Source: an optimization exercise on an open RTL-to-GDS flow (aim: small area). Production flows keep margins and buffers that such runs may drop. Function not checked in this run: the RTL went through the layout flow alone. No activity file was given, so power comes from the tool's default toggle rates.

[flow/run.sh]
#!/bin/bash
# synth_recipe.tcl (not shown) runs the flow's synth.tcl, then flattens the netlist and writes it again
# the make line also repeats each setting of config.mk as NAME=value (left out here)
make -C /OpenROAD-flow-scripts/flow DESIGN_CONFIG=/design/flow/config.mk WORK_HOME=/design/flow/orfs CLKGATE_MAP_FILE= SYNTH_SCRIPT=/design/flow/synth_recipe.tcl finish
[flow/config.mk]
export PLATFORM = sky130hd
export DESIGN_NAME = rcp
export DESIGN_NICKNAME = rcp
export VERILOG_FILES = /design/flow/design.v
export SDC_FILE = /design/flow/constraint.sdc
export NUM_CORES = 4
export LEC_CHECK = 0
export CAP_MARGIN = 20
export CORE_MARGIN = 2
export CORE_UTILIZATION = 40
export SLEW_MARGIN = 20
[flow/constraint.sdc]
create_clock -name core_clock -period 8.0 [get_ports {clk}]
set_input_delay 1.6000 -clock core_clock [delete_from_list [all_inputs] [get_ports {clk}]]
set_output_delay 1.6000 -clock core_clock [all_outputs]
set_load 0.01 [all_outputs]
[flow/design.v]
module small_fifo
  #(parameter WIDTH = 72,
    parameter MAX_DEPTH_BITS = 3,
    parameter PROG_FULL_THRESHOLD = 2**MAX_DEPTH_BITS - 1)
   (
    input      [WIDTH-1:0] din,
    input                  wr_en,
    input                  rd_en,
    output reg [WIDTH-1:0] dout,
    output                 full,
    output                 nearly_full,
    output                 prog_full,
    output                 empty,
    input                  reset,
    input                  clk
    );
   localparam MAX_DEPTH = 2 ** MAX_DEPTH_BITS;
   reg [WIDTH-1:0]          queue [MAX_DEPTH-1:0];
   reg [MAX_DEPTH_BITS-1:0] rd_ptr;
   reg [MAX_DEPTH_BITS-1:0] wr_ptr;
   reg [MAX_DEPTH_BITS:0]   depth;
   always @(posedge clk) begin
      if (wr_en)
        queue[wr_ptr] <= din;
      if (rd_en)
        dout <= queue[rd_ptr];
   end
   always @(posedge clk) begin
      if (reset) begin
         rd_ptr <= 'h0;
         wr_ptr <= 'h0;
         depth  <= 'h0;
      end
      else begin
         if (wr_en) wr_ptr <= wr_ptr + 'h1;
         if (rd_en) rd_ptr <= rd_ptr + 'h1;
         if (wr_en & ~rd_en)
           depth <= depth + 'h1;
         else if (~wr_en & rd_en)
           depth <= depth - 'h1;
      end
   end
   assign full        = depth == MAX_DEPTH;
   assign prog_full   = depth >= PROG_FULL_THRESHOLD;
   assign nearly_full = depth >= MAX_DEPTH-1;
   assign empty       = depth == 'h0;
endmodule  
module generic_regs
  #(parameter UDP_REG_SRC_WIDTH   = 2,
    parameter TAG                 = 0,
    parameter REG_ADDR_WIDTH      = 5,
    parameter NUM_COUNTERS        = 0,
    parameter NUM_SOFTWARE_REGS   = 1,
    parameter NUM_HARDWARE_REGS   = 1,
    parameter COUNTER_INPUT_WIDTH = 1)
   (
    input                                  reg_req_in,
    input                                  reg_ack_in,
    input                                  reg_rd_wr_L_in,
    input      [23-1:0]   reg_addr_in,
    input      [32-1:0]  reg_data_in,
    input      [UDP_REG_SRC_WIDTH-1:0]     reg_src_in,
    output reg                             reg_req_out,
    output reg                             reg_ack_out,
    output reg                             reg_rd_wr_L_out,
    output reg [23-1:0]   reg_addr_out,
    output reg [32-1:0]  reg_data_out,
    output reg [UDP_REG_SRC_WIDTH-1:0]     reg_src_out,
    input  [NUM_COUNTERS*COUNTER_INPUT_WIDTH-1:0] counter_updates,
    input  [NUM_COUNTERS-1:0]                     counter_decrement,
    output [NUM_SOFTWARE_REGS*32-1:0] software_regs,
    input  [NUM_HARDWARE_REGS*32-1:0] hardware_regs,
    input                                  clk,
    input                                  reset);
   localparam NUM_REGS_USED = NUM_SOFTWARE_REGS + NUM_HARDWARE_REGS;
   reg  [NUM_SOFTWARE_REGS*32-1:0] sw_reg;
   reg  [32-1:0] rd_data;
   wire [REG_ADDR_WIDTH-1:0]       addr;
   wire [23-REG_ADDR_WIDTH-1:0] tag_addr;
   wire                            addr_good;
   wire                            tag_hit;
   integer                         i;
   assign addr      = reg_addr_in[REG_ADDR_WIDTH-1:0];
   assign tag_addr  = reg_addr_in[23-1:REG_ADDR_WIDTH];
   assign addr_good = (addr < NUM_REGS_USED);
   assign tag_hit   = (tag_addr == TAG);
   assign software_regs = sw_reg;
   always @(*) begin
      rd_data = 32'hdead_beef;
      for (i = 0; i < NUM_SOFTWARE_REGS; i = i + 1)
        if (addr == i)
          rd_data = sw_reg[i*32 +: 32];
      for (i = 0; i < NUM_HARDWARE_REGS; i = i + 1)
        if (addr == NUM_SOFTWARE_REGS + i)
          rd_data = hardware_regs[i*32 +: 32];
   end
   always @(posedge clk) begin
      reg_rd_wr_L_out <= reg_rd_wr_L_in;
      reg_addr_out    <= reg_addr_in;
      reg_src_out     <= reg_src_in;
      if (reset) begin
         reg_req_out  <= 1'b0;
         reg_ack_out  <= 1'b0;
         reg_data_out <= 'h0;
         sw_reg       <= 'h0;
      end
      else begin
         if (reg_req_in && tag_hit) begin
            if (addr_good) begin
               reg_data_out <= rd_data;
               if (!reg_rd_wr_L_in)
                 for (i = 0; i < NUM_SOFTWARE_REGS; i = i + 1)
                   if (addr == i)
                     sw_reg[i*32 +: 32] <= reg_data_in;
            end
            else
              reg_data_out <= 32'hdead_beef;
            reg_ack_out <= 1'b1;
         end
         else begin
            reg_ack_out  <= reg_ack_in;
            reg_data_out <= reg_data_in;
         end
         reg_req_out <= reg_req_in;
      end
   end
endmodule  
  module rcp_parser_control
    #(parameter DATA_WIDTH = 64,
      parameter CTRL_WIDTH = DATA_WIDTH/8
      )
   ( 
    input  [CTRL_WIDTH-1:0]            in_ctrl,
    input                              in_wr,
    output reg                         word_RCP_FRATE,
    output reg                         word_RCP_RTT,
    output reg                         word_RCP_FIRST,
    output reg                         word_RCP_THIRD,
    input                              reset,
    input                              clk
   );
   function integer log2;
      input integer number;
      begin
         log2=0;
         while(2**log2<number) begin
            log2=log2+1;
         end
      end
   endfunction  
   localparam HDRS             = 1;
   localparam WORD_1           = 2;
   localparam WORD_2           = 4;
   localparam WORD_3           = 8;
   localparam WORD_4           = 16;
   localparam WORD_5           = 32;
   localparam WAIT_EOP         = 64;
   reg [6:0]                            state, state_next;
   always @(*) begin
      state_next = state;
      word_RCP_FRATE = 0;
      word_RCP_RTT = 0;
      word_RCP_FIRST = 0;
      word_RCP_THIRD = 0;
      case(state)
        HDRS: begin
	   if(in_ctrl==8'hFF && in_wr) begin
	      word_RCP_FIRST = 1;
	      state_next = HDRS;
	   end
           if(in_ctrl==0 && in_wr) begin
              state_next     = WORD_1;
           end
        end
        WORD_1: begin
           if(in_wr) begin
              state_next = WORD_2;
           end
	   else
	     state_next = WORD_1;
	end
        WORD_2: begin
           if(in_wr) begin
              word_RCP_THIRD = 1;
              state_next = WORD_3;
           end
	   else
	     state_next = WORD_2;
	end
        WORD_3: begin
           if(in_wr) begin
	      state_next = WORD_4;
           end
	   else
	     state_next = WORD_3;
	end
        WORD_4: begin
           if(in_wr) begin
              word_RCP_FRATE = 1;
	      state_next = WORD_5;
           end
	   else
	     state_next = WORD_4;
	end
	WORD_5: begin
	   if(in_wr) begin
	      word_RCP_RTT = 1;
	      state_next = WAIT_EOP;
	   end
	   else
	     state_next = WORD_5;
	end
        WAIT_EOP: begin
           if(in_ctrl!=0 & in_wr) begin
              state_next = HDRS;
           end
	   else
	     state_next = WAIT_EOP;
	end
      endcase  
   end  
   always@(posedge clk) begin
      if(reset) begin
         state <= HDRS;
      end
      else begin
         state <= state_next;
      end
   end
endmodule  
module rcp_parser #(parameter DATA_WIDTH = 64,
		    CTRL_WIDTH = 8		    
      )
   ( 
    input  [DATA_WIDTH-1:0]            in_data,
    input  [CTRL_WIDTH-1:0]            in_ctrl,
    input                              word_RCP_FRATE,
    input                              word_RCP_RTT,
    input                              word_RCP_FIRST,
    input                              word_RCP_THIRD,
    output reg                         is_rcp,
    output reg [15:0]                  rcp_out_port,
    output reg [31:0]                  rcp_frate,
    output reg [15:0]                  rcp_rtt,
    output reg [7:0]                   rcp_proto,
    output reg [15:0]                  rcp_packet_length,
    output reg                         rcp_out_port_vld,
    output reg                         rcp_frate_vld,
    output reg                         rcp_rtt_vld,
    output reg                         rcp_proto_vld,
    output reg                         rcp_packet_length_vld,
    input                              reset,
    input                              clk
   );
    localparam RCP_TYPE = 8'hFE;
   always @(posedge clk) begin
      if(reset) begin
         rcp_rtt <= 0;
         rcp_proto <= 0;
	 is_rcp <= 0;
	 rcp_packet_length <= 0;
         rcp_out_port <= 0;
         rcp_frate <= 0;
         rcp_out_port_vld <= 0;
         rcp_frate_vld <= 0;
         rcp_rtt_vld <= 0;
         rcp_proto_vld <= 0;
         rcp_packet_length_vld <= 0;
      end
      else begin
	 if (word_RCP_FRATE) begin
	    rcp_frate <= in_data[47:16];
	    rcp_frate_vld <= 1;	    
	 end
	 else
	   rcp_frate_vld <= 0;
	 if (word_RCP_RTT)begin
	    rcp_rtt   <= in_data[47:32];
            rcp_proto <= in_data[31:24];
	    rcp_rtt_vld <= 1;
	    rcp_proto_vld <= 1;	    
	 end
	 else begin
	    rcp_rtt_vld <= 0;
	    rcp_proto_vld <= 0;	    
	 end
	 if(word_RCP_FIRST) begin
	    rcp_packet_length <= in_data[15:0];
	    rcp_out_port <= in_data[63:48];
	    rcp_out_port_vld <= 1;
	 end
	 else
	   rcp_packet_length_vld <= 0;
	 if(word_RCP_THIRD) begin
	    rcp_packet_length_vld <= 1;
	    if (in_data[7:0] == RCP_TYPE)
	      is_rcp <= 1;
	 end
         if(in_ctrl == 8'h01)
           is_rcp <= 0;       
      end  
   end  
endmodule  
module rcp_acc (
		input                        is_rcp,
		input [15:0] 		     rcp_out_port,		
		input [15:0] 		     rcp_rtt,
		input [7:0] 		     rcp_proto,
		input [15:0] 		     rcp_packet_length,
		input                        rcp_out_port_vld,
		input                        rcp_rtt_vld,
		input                        rcp_proto_vld,
		input                        rcp_packet_length_vld,
		output reg  [32-1:0] mac_0_rtt_L,
		output reg  [32-1:0] mac_0_rtt_H,
		output reg  [32-1:0] mac_0_num_byte_L,
		output reg  [32-1:0] mac_0_num_byte_H,
		output reg  [32-1:0] mac_0_num_rcp,
		output reg  [32-1:0] mac_1_rtt_L,
		output reg  [32-1:0] mac_1_rtt_H,
		output reg  [32-1:0] mac_1_num_byte_L,
		output reg  [32-1:0] mac_1_num_byte_H,
		output reg  [32-1:0] mac_1_num_rcp,
		output reg  [32-1:0] mac_2_rtt_L,
		output reg  [32-1:0] mac_2_rtt_H,
		output reg  [32-1:0] mac_2_num_byte_L,
		output reg  [32-1:0] mac_2_num_byte_H,
		output reg  [32-1:0] mac_2_num_rcp,
		output reg  [32-1:0] mac_3_rtt_L,
		output reg  [32-1:0] mac_3_rtt_H,
		output reg  [32-1:0] mac_3_num_byte_L,
		output reg  [32-1:0] mac_3_num_byte_H,
		output reg  [32-1:0] mac_3_num_rcp,
		input                       reset,
		input                       clk);
   reg [2*32-1:0]	    temp_mac_0_rtt;
   reg [2*32-1:0]	    temp_mac_0_length;
   reg [32-1:0]	    temp_mac_0_is_rcp;
   reg [2*32-1:0] 	    temp_mac_1_rtt;
   reg [2*32-1:0] 	    temp_mac_1_length;
   reg [32-1:0] 	    temp_mac_1_is_rcp;   
   reg [2*32-1:0] 	    temp_mac_2_rtt;
   reg [2*32-1:0] 	    temp_mac_2_length;
   reg [32-1:0] 	    temp_mac_2_is_rcp;   
   reg [2*32-1:0] 	    temp_mac_3_rtt;
   reg [2*32-1:0]	    temp_mac_3_length;
   reg [32-1:0]	    temp_mac_3_is_rcp;
   reg 					    rcp_packet_length_vld_delay_1;
   reg 					    rcp_packet_length_vld_delay_2;
   reg 					    rcp_packet_length_vld_delay_3;
   always @(posedge clk) begin
      if (reset)
	rcp_packet_length_vld_delay_1 <= 0;
      else
	rcp_packet_length_vld_delay_1 <= rcp_packet_length_vld;      
   end
   always @(posedge clk) begin
      if (reset)
	rcp_packet_length_vld_delay_2 <= 0;
      else
	rcp_packet_length_vld_delay_2 <= rcp_packet_length_vld_delay_1;      
   end
   always @(posedge clk) begin
      if (reset)
	rcp_packet_length_vld_delay_3 <= 0;
      else
	rcp_packet_length_vld_delay_3 <= rcp_packet_length_vld_delay_2;      
   end
   always @(posedge clk)
     begin
	if (reset) begin
	   temp_mac_0_rtt <= 0;
	   temp_mac_0_length<= 0;
	   temp_mac_0_is_rcp <= 0;
	end
	else if (is_rcp & (rcp_out_port== 16'h0001))begin
	   if(rcp_rtt_vld) begin
	     temp_mac_0_rtt <= temp_mac_0_rtt + rcp_rtt;
	      temp_mac_0_is_rcp <= temp_mac_0_is_rcp + 1;
	   end
	   if(rcp_packet_length_vld_delay_3)
	     temp_mac_0_length <= temp_mac_0_length + rcp_packet_length;
	end  
     end  
   always @(*)
     begin
	mac_0_rtt_L        <= temp_mac_0_rtt[32-1:0];
	mac_0_rtt_H        <= temp_mac_0_rtt[2*32-1:32];
	mac_0_num_byte_L   <= temp_mac_0_length[32-1:0];
	mac_0_num_byte_H   <= temp_mac_0_length[2*32-1:32];
	mac_0_num_rcp      <= temp_mac_0_is_rcp[32-1:0];
     end
   always @(posedge clk)
     begin
	if (reset) begin
	   temp_mac_1_rtt <= 0;
	   temp_mac_1_length<= 0;
	   temp_mac_1_is_rcp <= 0;
	end
	else if (is_rcp & (rcp_out_port == 16'h0004))begin
	   if(rcp_rtt_vld) begin
	      temp_mac_1_rtt <= temp_mac_1_rtt + rcp_rtt;
	      temp_mac_1_is_rcp <= temp_mac_1_is_rcp + 1;
	   end
	   if(rcp_packet_length_vld_delay_3)
	     temp_mac_1_length <= temp_mac_1_length + rcp_packet_length;
	end  
     end  
   always @(*)
     begin
	mac_1_rtt_L        <= temp_mac_1_rtt[32-1:0];
	mac_1_rtt_H        <= temp_mac_1_rtt[2*32-1:32];
	mac_1_num_byte_L   <= temp_mac_1_length[32-1:0];
	mac_1_num_byte_H   <= temp_mac_1_length[2*32-1:32];
	mac_1_num_rcp      <= temp_mac_1_is_rcp[32-1:0];
     end
   always @(posedge clk)
     begin
	if (reset) begin
	   temp_mac_2_rtt <= 0;
	   temp_mac_2_length<= 0;
	   temp_mac_2_is_rcp <= 0;
	end
	else if (is_rcp & (rcp_out_port == 16'h0010))begin
	   if(rcp_rtt_vld) begin
	     temp_mac_2_rtt <= temp_mac_2_rtt + rcp_rtt;
	      temp_mac_2_is_rcp <= temp_mac_2_is_rcp + 1;
	   end
	   if(rcp_packet_length_vld_delay_3)
	     temp_mac_2_length <= temp_mac_2_length + rcp_packet_length;
	end  
     end  
   always @(*)
     begin
	mac_2_rtt_L        <= temp_mac_2_rtt[32-1:0];
	mac_2_rtt_H        <= temp_mac_2_rtt[2*32-1:32];
	mac_2_num_byte_L   <= temp_mac_2_length[32-1:0];
	mac_2_num_byte_H   <= temp_mac_2_length[2*32-1:32];
	mac_2_num_rcp      <= temp_mac_2_is_rcp[32-1:0];
     end
   always @(posedge clk)
     begin
	if (reset) begin
	   temp_mac_3_rtt <= 0;
	   temp_mac_3_length<= 0;
	   temp_mac_3_is_rcp <= 0;
	end
	else if (is_rcp & (rcp_out_port == 16'h0040))begin
	   if(rcp_rtt_vld) begin
	     temp_mac_3_rtt <= temp_mac_3_rtt + rcp_rtt;
	      temp_mac_3_is_rcp <= temp_mac_3_is_rcp + 1;
	   end
	   if(rcp_packet_length_vld_delay_3)
	     temp_mac_3_length <= temp_mac_3_length + rcp_packet_length;
	end  
     end  
   always @(*)
     begin
	mac_3_rtt_L        <= temp_mac_3_rtt[32-1:0];
	mac_3_rtt_H        <= temp_mac_3_rtt[2*32-1:32];
	mac_3_num_byte_L   <= temp_mac_3_length[32-1:0];
	mac_3_num_byte_H   <= temp_mac_3_length[2*32-1:32];
	mac_3_num_rcp      <= temp_mac_3_is_rcp[32-1:0];
     end
endmodule  
 module rcp
    #(parameter DATA_WIDTH = 64,
      parameter CTRL_WIDTH=DATA_WIDTH/8,
      parameter UDP_REG_SRC_WIDTH = 2)
   ( 
    output   [DATA_WIDTH-1:0]        out_data,
    output   [CTRL_WIDTH-1:0]        out_ctrl,
    output reg                          out_wr,
    input                               out_rdy,
    input  [DATA_WIDTH-1:0]            in_data,
    input  [CTRL_WIDTH-1:0]            in_ctrl,
    input                              in_wr,
    output                             in_rdy,
    input                              reg_req_in,
    input                              reg_ack_in,
    input                              reg_rd_wr_L_in,
    input  [23-1:0]   reg_addr_in,
    input  [32-1:0]  reg_data_in,
    input  [UDP_REG_SRC_WIDTH-1:0]     reg_src_in,
    output                             reg_req_out,
    output                             reg_ack_out,
    output                             reg_rd_wr_L_out,
    output  [23-1:0]  reg_addr_out,
    output  [32-1:0] reg_data_out,
    output  [UDP_REG_SRC_WIDTH-1:0]    reg_src_out,
    input                              clk,
    input                              reset);
   wire                         is_rcp;
   wire [15:0] 			rcp_out_port;
   wire [31:0] 			rcp_frate;
   wire [15:0] 			rcp_rtt;
   wire [7:0] 			rcp_proto;
   wire [15:0] 			rcp_packet_length;
   wire                         rcp_out_port_vld;
   wire                         rcp_frate_vld;
   wire                         rcp_rtt_vld;
   wire                         rcp_proto_vld;
   wire                         rcp_packet_length_vld;
   wire 			word_RCP_FRATE;
   wire 			word_RCP_RTT;
   wire 			word_RCP_FIRST;
   wire 			word_RCP_THIRD;
   wire 			fifo_wr;
   wire 			fifo_rd;
   wire 			rcp_data_full;
   wire 			rcp_data_nearly_full;
   wire 			rcp_data_empty;
   wire [32-1:0] 			rcp_rate_0;
   wire [32-1:0]      rcp_rate_1;
   wire [32-1:0]      rcp_rate_2;
   wire [32-1:0]      rcp_rate_3;
   reg [DATA_WIDTH -1 :0] mid_data;
   wire [32-1:0] mac_0_rtt_L;
   wire [32-1:0] mac_0_rtt_H;
   wire [32-1:0] mac_0_num_byte_L;
   wire [32-1:0] mac_0_num_byte_H;
   wire [32-1:0] mac_0_num_rcp;
   wire [32-1:0] mac_1_rtt_L;
   wire [32-1:0] mac_1_rtt_H;
   wire [32-1:0] mac_1_num_byte_L;
   wire [32-1:0] mac_1_num_byte_H;
   wire [32-1:0] mac_1_num_rcp;
   wire [32-1:0] mac_2_rtt_L;
   wire [32-1:0] mac_2_rtt_H;
   wire [32-1:0] mac_2_num_byte_L;
   wire [32-1:0] mac_2_num_byte_H;
   wire [32-1:0] mac_2_num_rcp;
   wire [32-1:0] mac_3_rtt_L;
   wire [32-1:0] mac_3_rtt_H;
   wire [32-1:0] mac_3_num_byte_L;
   wire [32-1:0] mac_3_num_byte_H;
   wire [32-1:0] mac_3_num_rcp;
   reg [31:0] 			   num_words_in;
   reg [31:0] 			   num_words_out;
   reg [31:0] 			   num_packets_in;
   reg [31:0] 			   num_packets_out;
   always @(posedge clk)begin
      if (reset)
	num_words_in <= 32'b0;
      else if(in_wr == 1'b1)
	num_words_in <= num_words_in +1;
   end
   always @(posedge clk)begin
      if (reset)
	num_words_out <= 32'b0;
      else if(out_wr == 1'b1)
	num_words_out <= num_words_out +1;
   end
   always @(posedge clk)begin
      if (reset)
	num_packets_in <= 32'b0;
      else if(in_ctrl == 8'hFF & in_wr)
	num_packets_in <= num_packets_in +1;
   end
   always @(posedge clk)begin
      if (reset)
	num_packets_out <= 32'b0;
      else if(out_ctrl == 8'hFF & out_wr)
	num_packets_out <= num_packets_out +1;
   end
   small_fifo
     #(.WIDTH    (DATA_WIDTH+CTRL_WIDTH),
       .MAX_DEPTH_BITS (3))rcp_fifo_data
       (
	.din         ({mid_data, in_ctrl}),        
	.wr_en       (fifo_wr),                   
	.rd_en       (fifo_rd),                   
	.dout         ({out_data,out_ctrl}),      
	.full         (rcp_data_full),
	.nearly_full  (rcp_data_nearly_full),
	.empty        (rcp_data_empty),
	.reset        (reset),
	.clk          (clk)
	);
   assign     fifo_wr = in_wr;
   assign     fifo_rd = out_rdy & !rcp_data_empty;
   assign     in_rdy = !rcp_data_nearly_full;
   always @(posedge clk) begin
      if(fifo_rd)
	out_wr <= 1;
      else
	out_wr <= 0;
   end
  always @(*)begin
	if (is_rcp & word_RCP_FRATE) begin
		if((rcp_out_port == 16'h 0001) & (in_data[47:16] > rcp_rate_0))
			mid_data = {in_data[63:48],rcp_rate_0,in_data[15:0]};
		else if ((rcp_out_port == 16'h 0004) & (in_data[47:16] > rcp_rate_1))
			mid_data = {in_data[63:48],rcp_rate_1,in_data[15:0]};
		else if ((rcp_out_port == 16'h 0010) & (in_data[47:16] > rcp_rate_2))
			mid_data = {in_data[63:48],rcp_rate_2,in_data[15:0]};
		else if ((rcp_out_port == 16'h 0040) & (in_data[47:16] > rcp_rate_3))
			mid_data = {in_data[63:48],rcp_rate_3,in_data[15:0]};
		else
			mid_data = in_data;
	end
	else
		mid_data = in_data;
  end
   rcp_parser_control
     #(.DATA_WIDTH  (DATA_WIDTH),
       .CTRL_WIDTH  (CTRL_WIDTH)
       )rcp_parser_control
       ( 
	.in_ctrl          (in_ctrl),
	.in_wr            (in_wr),
	.word_RCP_FRATE   (word_RCP_FRATE),
	.word_RCP_RTT     (word_RCP_RTT),
	.word_RCP_FIRST   (word_RCP_FIRST),
	.word_RCP_THIRD   (word_RCP_THIRD),
	.reset            (reset),
	.clk              (clk)
	);   
   rcp_parser #(.DATA_WIDTH  (DATA_WIDTH),
		.CTRL_WIDTH  (CTRL_WIDTH)		    
		) rcp_parser
     ( 
      .in_data             (in_data),
      .in_ctrl             (in_ctrl),
      .word_RCP_FRATE         (word_RCP_FRATE),
      .word_RCP_RTT           (word_RCP_RTT),
      .word_RCP_FIRST         (word_RCP_FIRST),
      .word_RCP_THIRD         (word_RCP_THIRD),
      .is_rcp                 (is_rcp),
      .rcp_out_port           (rcp_out_port),
      .rcp_frate              (rcp_frate),
      .rcp_rtt                (rcp_rtt),
      .rcp_proto              (rcp_proto),
      .rcp_packet_length      (rcp_packet_length),
      .rcp_out_port_vld       (rcp_out_port_vld),
      .rcp_frate_vld          (rcp_frate_vld),
      .rcp_rtt_vld            (rcp_rtt_vld),
      .rcp_proto_vld          (rcp_proto_vld),
      .rcp_packet_length_vld  (rcp_packet_length_vld),
      .reset                  (reset),
      .clk                    (clk)
      );
   rcp_acc 
     rcp_acc(
	     .is_rcp                (is_rcp),
	     .rcp_out_port          (rcp_out_port),		
	     .rcp_rtt               (rcp_rtt),
	     .rcp_proto             (rcp_proto),
	     .rcp_packet_length     (rcp_packet_length),
	     .rcp_out_port_vld      (rcp_out_port_vld),
	     .rcp_rtt_vld           (rcp_rtt_vld),
	     .rcp_proto_vld         (rcp_proto_vld),
	     .rcp_packet_length_vld (rcp_packet_length_vld),
	     .mac_0_rtt_L           (mac_0_rtt_L),
	     .mac_0_rtt_H           (mac_0_rtt_H),
	     .mac_0_num_byte_L      (mac_0_num_byte_L),
	     .mac_0_num_byte_H      (mac_0_num_byte_H),
	     .mac_0_num_rcp         (mac_0_num_rcp),
	     .mac_1_rtt_L           (mac_1_rtt_L),
	     .mac_1_rtt_H           (mac_1_rtt_H),
	     .mac_1_num_byte_L      (mac_1_num_byte_L),
	     .mac_1_num_byte_H      (mac_1_num_byte_H),
	     .mac_1_num_rcp         (mac_1_num_rcp),
	     .mac_2_rtt_L           (mac_2_rtt_L),
	     .mac_2_rtt_H           (mac_2_rtt_H),
	     .mac_2_num_byte_L      (mac_2_num_byte_L),
	     .mac_2_num_byte_H      (mac_2_num_byte_H),
	     .mac_2_num_rcp         (mac_2_num_rcp),
	     .mac_3_rtt_L           (mac_3_rtt_L),
	     .mac_3_rtt_H           (mac_3_rtt_H),
	     .mac_3_num_byte_L      (mac_3_num_byte_L),
	     .mac_3_num_byte_H      (mac_3_num_byte_H),
	     .mac_3_num_rcp         (mac_3_num_rcp),
	     .reset                 (reset),
	     .clk                   (clk));
   generic_regs
     #( 
	.UDP_REG_SRC_WIDTH    (UDP_REG_SRC_WIDTH),
	.TAG                  (1032),
	.REG_ADDR_WIDTH       (6),  
	.NUM_COUNTERS         (0),
	.NUM_SOFTWARE_REGS    (4),
	.NUM_HARDWARE_REGS    (20),
	.COUNTER_INPUT_WIDTH  (0)
	) generic_regs
       (
	.reg_req_in      (reg_req_in),
	.reg_ack_in      (reg_ack_in),
	.reg_rd_wr_L_in  (reg_rd_wr_L_in),
	.reg_addr_in     (reg_addr_in),
	.reg_data_in     (reg_data_in),
	.reg_src_in      (reg_src_in),
	.reg_req_out     (reg_req_out),
	.reg_ack_out     (reg_ack_out),
	.reg_rd_wr_L_out (reg_rd_wr_L_out),
	.reg_addr_out    (reg_addr_out),
	.reg_data_out    (reg_data_out),
	.reg_src_out     (reg_src_out),
	.counter_updates  (),    
	.counter_decrement(),  
	.software_regs    ({rcp_rate_3, rcp_rate_2, rcp_rate_1, rcp_rate_0}),  
	.hardware_regs  ({
			  mac_3_num_byte_L, mac_3_num_byte_H,  mac_3_num_rcp, mac_3_rtt_L, mac_3_rtt_H,
			  mac_2_num_byte_L, mac_2_num_byte_H,  mac_2_num_rcp, mac_2_rtt_L, mac_2_rtt_H,
			  mac_1_num_byte_L, mac_1_num_byte_H,  mac_1_num_rcp, mac_1_rtt_L, mac_1_rtt_H,
			  mac_0_num_byte_L, mac_0_num_byte_H,  mac_0_num_rcp, mac_0_rtt_L, mac_0_rtt_H }),
	.clk           (clk),
	.reset         (reset));
endmodule  
==> results.py <==
metrics = {
    "clock_network": {
        "postCtsSetupRepairBufs": 0,
        "cts_resized": 0,
        "cts_tree": "built",
        "cts_made_buffers": 170,
        "cts_max_level": 4,
        "clock_path_buffers": 3,
        "clock_latency_ns": 0.88,
        "clockRootBuffer": "clkbuf_16",
        "clk_pin_slew_ns": 0.06,
        "postCtsHoldBufs": 0,
        "cts.sinks": 1548,
    },
    "pwr": {
        "pwr-share-comb_pct": 11.4,
        "power.leakage_nw": 29.6,
        "total_power_w": 0.0191,
        "clkPwrFrac_pct": 42.8,
        "seqPwrFrac_pct": 45.7,
        "p_switching_w": 0.00477,
        "p_per_area_nw_per_um2": 217,
        "swShare_pct": 25.0,
        "irDropWorstVdd_mv": 0.180,
        "p_int_w": 0.0143,
    },
    "grt": {
        "grt_pass1_vias": 59600,
        "grt_pass1_wl_um": 444000,
        "grt_use_total_pct": 31.8,
        "overflow": 0,
        "antenna_found_initial": 34,
        "grt_max_degree": 192,
    },
    "sta": {
        "rsz0062_at_grt": "no",
        "hold_violations": 0,
        "finalWorstSetupSlack_ns": 1.55,
        "hold_slack_ns": 0.448,
        "slew_headroom_pct": 19.6,
        "period_needed_ns": 6.45,
        "worst_pin_slew_ns": 1.20,
        "clock_skew_ns": 0.0678,
        "post-route-period-util_pct": 80.6,
        "max_freq_mhz": 155,
        "setup_viol_count_final": 0,
        "finalMaxSlewViolations": 0,
        "tns_ns": 0,
    },
    "placement": {
        "io_buffers": 269,
        "place_congestion": 1.14,
        "place_hpwl_um": 233000,
        "place_ws_ns": 1.02,
        "place_area_um2": 81800,
    },
    "critical_path": {
        "critPathCaptureType": "flop",
        "cp_num_buf_inv": 1,
        "r2r_slack_ns": 3.09,
        "worstSetupPathType": "in -> reg",
        "cp.depth": 10,
        "crit_chain": "clkdlybuf4s50_1 -> or4b_2 -> nor2_1 -> a222oi_1 -> nand4_1 -> a221oi_1 -> a2111oi_0 -> o21ai_0 -> o221ai_1 -> a31oi_1",
        "cp_max_fo": 14,
        "reg2reg_to": "rcp_fifo_data.queue[7][44]",
        "slowest_delay_ns": 0.96,
        "crit_required_ns": 8.65,
        "worstPathArrival_ns": 7.10,
        "ff2ff_path_depth": 10,
        "setup.worst_path.start_class": "primary input",
        "regToRegStartpoint": "rcp_parser.rcp_out_port[15]",
        "slowest_stage": "or4b_2",
        "critical_path.top_delay_family": "compound AO/OA/AOI/OAI gates",
    },
    "cells_and_area": {
        "area_growth_pct": 15.2,
        "drive_gt1_share_pct": 10.2,
        "final_cell_area_um2": 87700,
        "largest_reg_flops": 576,
        "nNetsFinal": 8248,
        "n_fill_cell": 17600,
        "ff_latch_area_um2": 37500,
        "multiInputGateArea_um2": 36500,
    },
    "min_path": {
        "whs_path_depth": 1,
        "min_to": "rcp_acc.rcp_packet_length_vld_delay_3",
        "hp-start": "rcp_acc.rcp_packet_length_vld_delay_2",
        "hold_path_class": "reg -> reg",
    },
    "die": {
        "core-area_um2": 190000,
        "die-area_um2": 194000,
        "start_util_pct": 40.2,
        "die_h_um": 440,
        "rows": 160,
        "die_x_um": 440,
        "io-pin-count": 270,
    },
    "synthesis": {
        "ys_types": 89,
        "yosysSeqAreaShare_pct": 49.2,
        "synth.avg_cell_area_um2": 9.95,
        "synth_cells": 7655,
        "ys_warn_count": 6,
        "synth_ff_type": "dfxtp_1",
        "synth_seq_cells": 1548,
        "syn_area_um2": 76100,
        "synth_nets": 8065,
        "synth_edf_count": 648,
        "async_reset_ff_share_pct": 0,
    },
    "route": {
        "drt-initial-drc-count": 8535,
        "drt_wl_total_um": 315000,
        "wl_per_cell_um": 30.0,
        "antenna_left": 0,
        "drt-pass1-iter-count": 8,
        "via_count": 64700,
        "via_per_inst": 6.16,
        "drc": 0,
    },
    "run_status": {
        "status": "timing/DRC/antenna clean",
    },
    "run": {
        "drv_cap": 0,
    },
}
## synthesized netlist by cell type (all sizes together) (39+ instances only)
cell type	count	area (µm²)
nand2	923	3460
dfxtp	900	18000
nor2	742	2790
edfxtp	648	19500
a21oi	611	3060
clkbuf	365	1370
o21ai	278	1390
ha	265	3320
xnor2	245	2150
inv	231	867
nand3	204	1020
xor2	183	1600
o22ai	172	1080
mux4	153	3450
nor3	147	741
mux2	143	1610
nand4	139	882
or3	126	788
nor4	98	702
and3	94	588
a211oi	68	510
nor2b	64	400
mux2i	62	621
a21o	59	443
a221oi	59	517
o221ai	47	412
or2	39	244
## kinds of logic (layout without fill, tap and decap cells)
kind of cell,Yosys count,in the layout,share of synthesized area [%]
multiplexers,358,358,7.45
AO/OA/AOI/OAI,1639,1639,13.4
buffers and inverters,628,958,3.10
adder cells (fa/ha/maj),274,274,4.59
other,0,15,0
flip-flops,1548,1548,49.2
AND/OR/NAND/NOR,2780,2780,17.3
XOR/XNOR,428,428,4.92
## area by class of cell
cell class                      count  area share [%]
Multi-Input combinational cell   5479            41.6
Inverter                          234            1.00
Sequential cell                  1548            42.7
Timing Repair Buffer              405            4.36
Clock buffer                      243            5.52
Clock inverter                     76            1.15
Antenna cell                       15          0.0428
Tap cell                         2511            3.58
## power groups by stage
stage | logic [W] | clock network (W) | registers [W]
after CTS | 0.00218 | 0.00826 | 0.00873
after detailed placement | 0.00217 | 0 | 0.00890
after global routing | 0.00232 | 0.00859 | 0.00875
final | 0.00218 | 0.00817 | 0.00872
after floorplan | 0.00129 | 0 | 0.00886
after global placement | 0.00216 | 0 | 0.00889
## routing by layer
layer  GRT usage [%]  vias to the layer above  routed length (µm)
li1                -                    28600                   -
met1            41.0                    31800              124000
met2            47.1                     3439              136000
met3            7.82                      882               30300
met4            21.1                       26               24500
met5               0                        -                 163
## through the flow
step           utilization, %  instances
5_1_grt                  46.3      10500
2_1_floorplan               -       7655
6_report                 46.3      10500
4_1_cts                  46.2      10500
3_3_place_gp             43.1      10200
3_5_place_dp             43.2      10200
## worst reg2reg max path, delay by kind of cell (launching register included)
family,cells,cell delay [ns]
flip-flops,1,0.32
AND/OR/NAND/NOR,6,3.16
AO/OA/AOI/OAI,3,0.71
buffers and inverters,1,0.37
## cell usage in the layout (no fill, tap or decap), types with 32 or more instances in the layout
cell type	count
and4_1	36
and3_1	94
dfxtp_1	897
o22ai_1	172
nand2b_1	33
edfxtp_1	648
a22oi_1	38
buf_4	125
nand3_1	204
ha_1	265
a221oi_1	59
inv_1	230
nand2_1	920
nor2_1	732
nor3_1	135
or2_2	36
o221ai_1	47
o21a_1	38
xor2_1	183
a211oi_1	68
o211ai_1	38
xnor2_1	245
and2_1	32
mux4_2	153
nor4_1	85
nor2b_1	64
mux2_2	143
clkbuf_1	39
a21oi_1	610
mux2i_1	62
o21ai_0	270
clkbuf_16	170
nand4_1	137
clkdlybuf4s50_1	265
a21o_1	59
or3_1	125
## worst max path at each step
stage	start	to	slack, ns
floorplan	in_wr	rcp_fifo_data.queue[4][0]	0.18
global placement	reg_addr_in[3]	generic_regs.reg_data_out[15]	1.0
detailed placement	reg_addr_in[3]	generic_regs.reg_data_out[15]	1.02
CTS	reg_addr_in[3]	generic_regs.reg_data_out[15]	1.90
global route	reg_addr_in[3]	generic_regs.reg_data_out[15]	1.72
finish	reg_addr_in[3]	generic_regs.reg_data_out[15]	1.55

## port drivers added, routing unchanged
How much do the figures lean on ideal ports? The routed layout below was timed once more, with nothing changed but the port constraints.
Step 1 (the two cells are an assumption about what drives the block):
set clk [get_ports {clk}]
set_driving_cell -lib_cell sky130_fd_sc_hd__clkbuf_16 $clk
set_driving_cell -lib_cell sky130_fd_sc_hd__buf_2 [delete_from_list [all_inputs] $clk]
Step 2 moves the port delays by t, midway between the first and last clock arrival at a register: inputs arrive t later, outputs are due t later. That takes back most of the time a late clock gives input paths.
Slacks: ideal / step 1 / step 2; pairs: ideal / step 1.
shift t [ns]: 0.935
setup slack, ns: 1.552 / 1.611 / 0.676
worst setup path at the end: input to register
slew at the worst register clock pin (ns): 0.07 / 0.07
After both steps setup and hold are still met in this run. For this run, drivers alone change the setup slack by +0.059 ns; drivers and shift together by -0.876 ns.
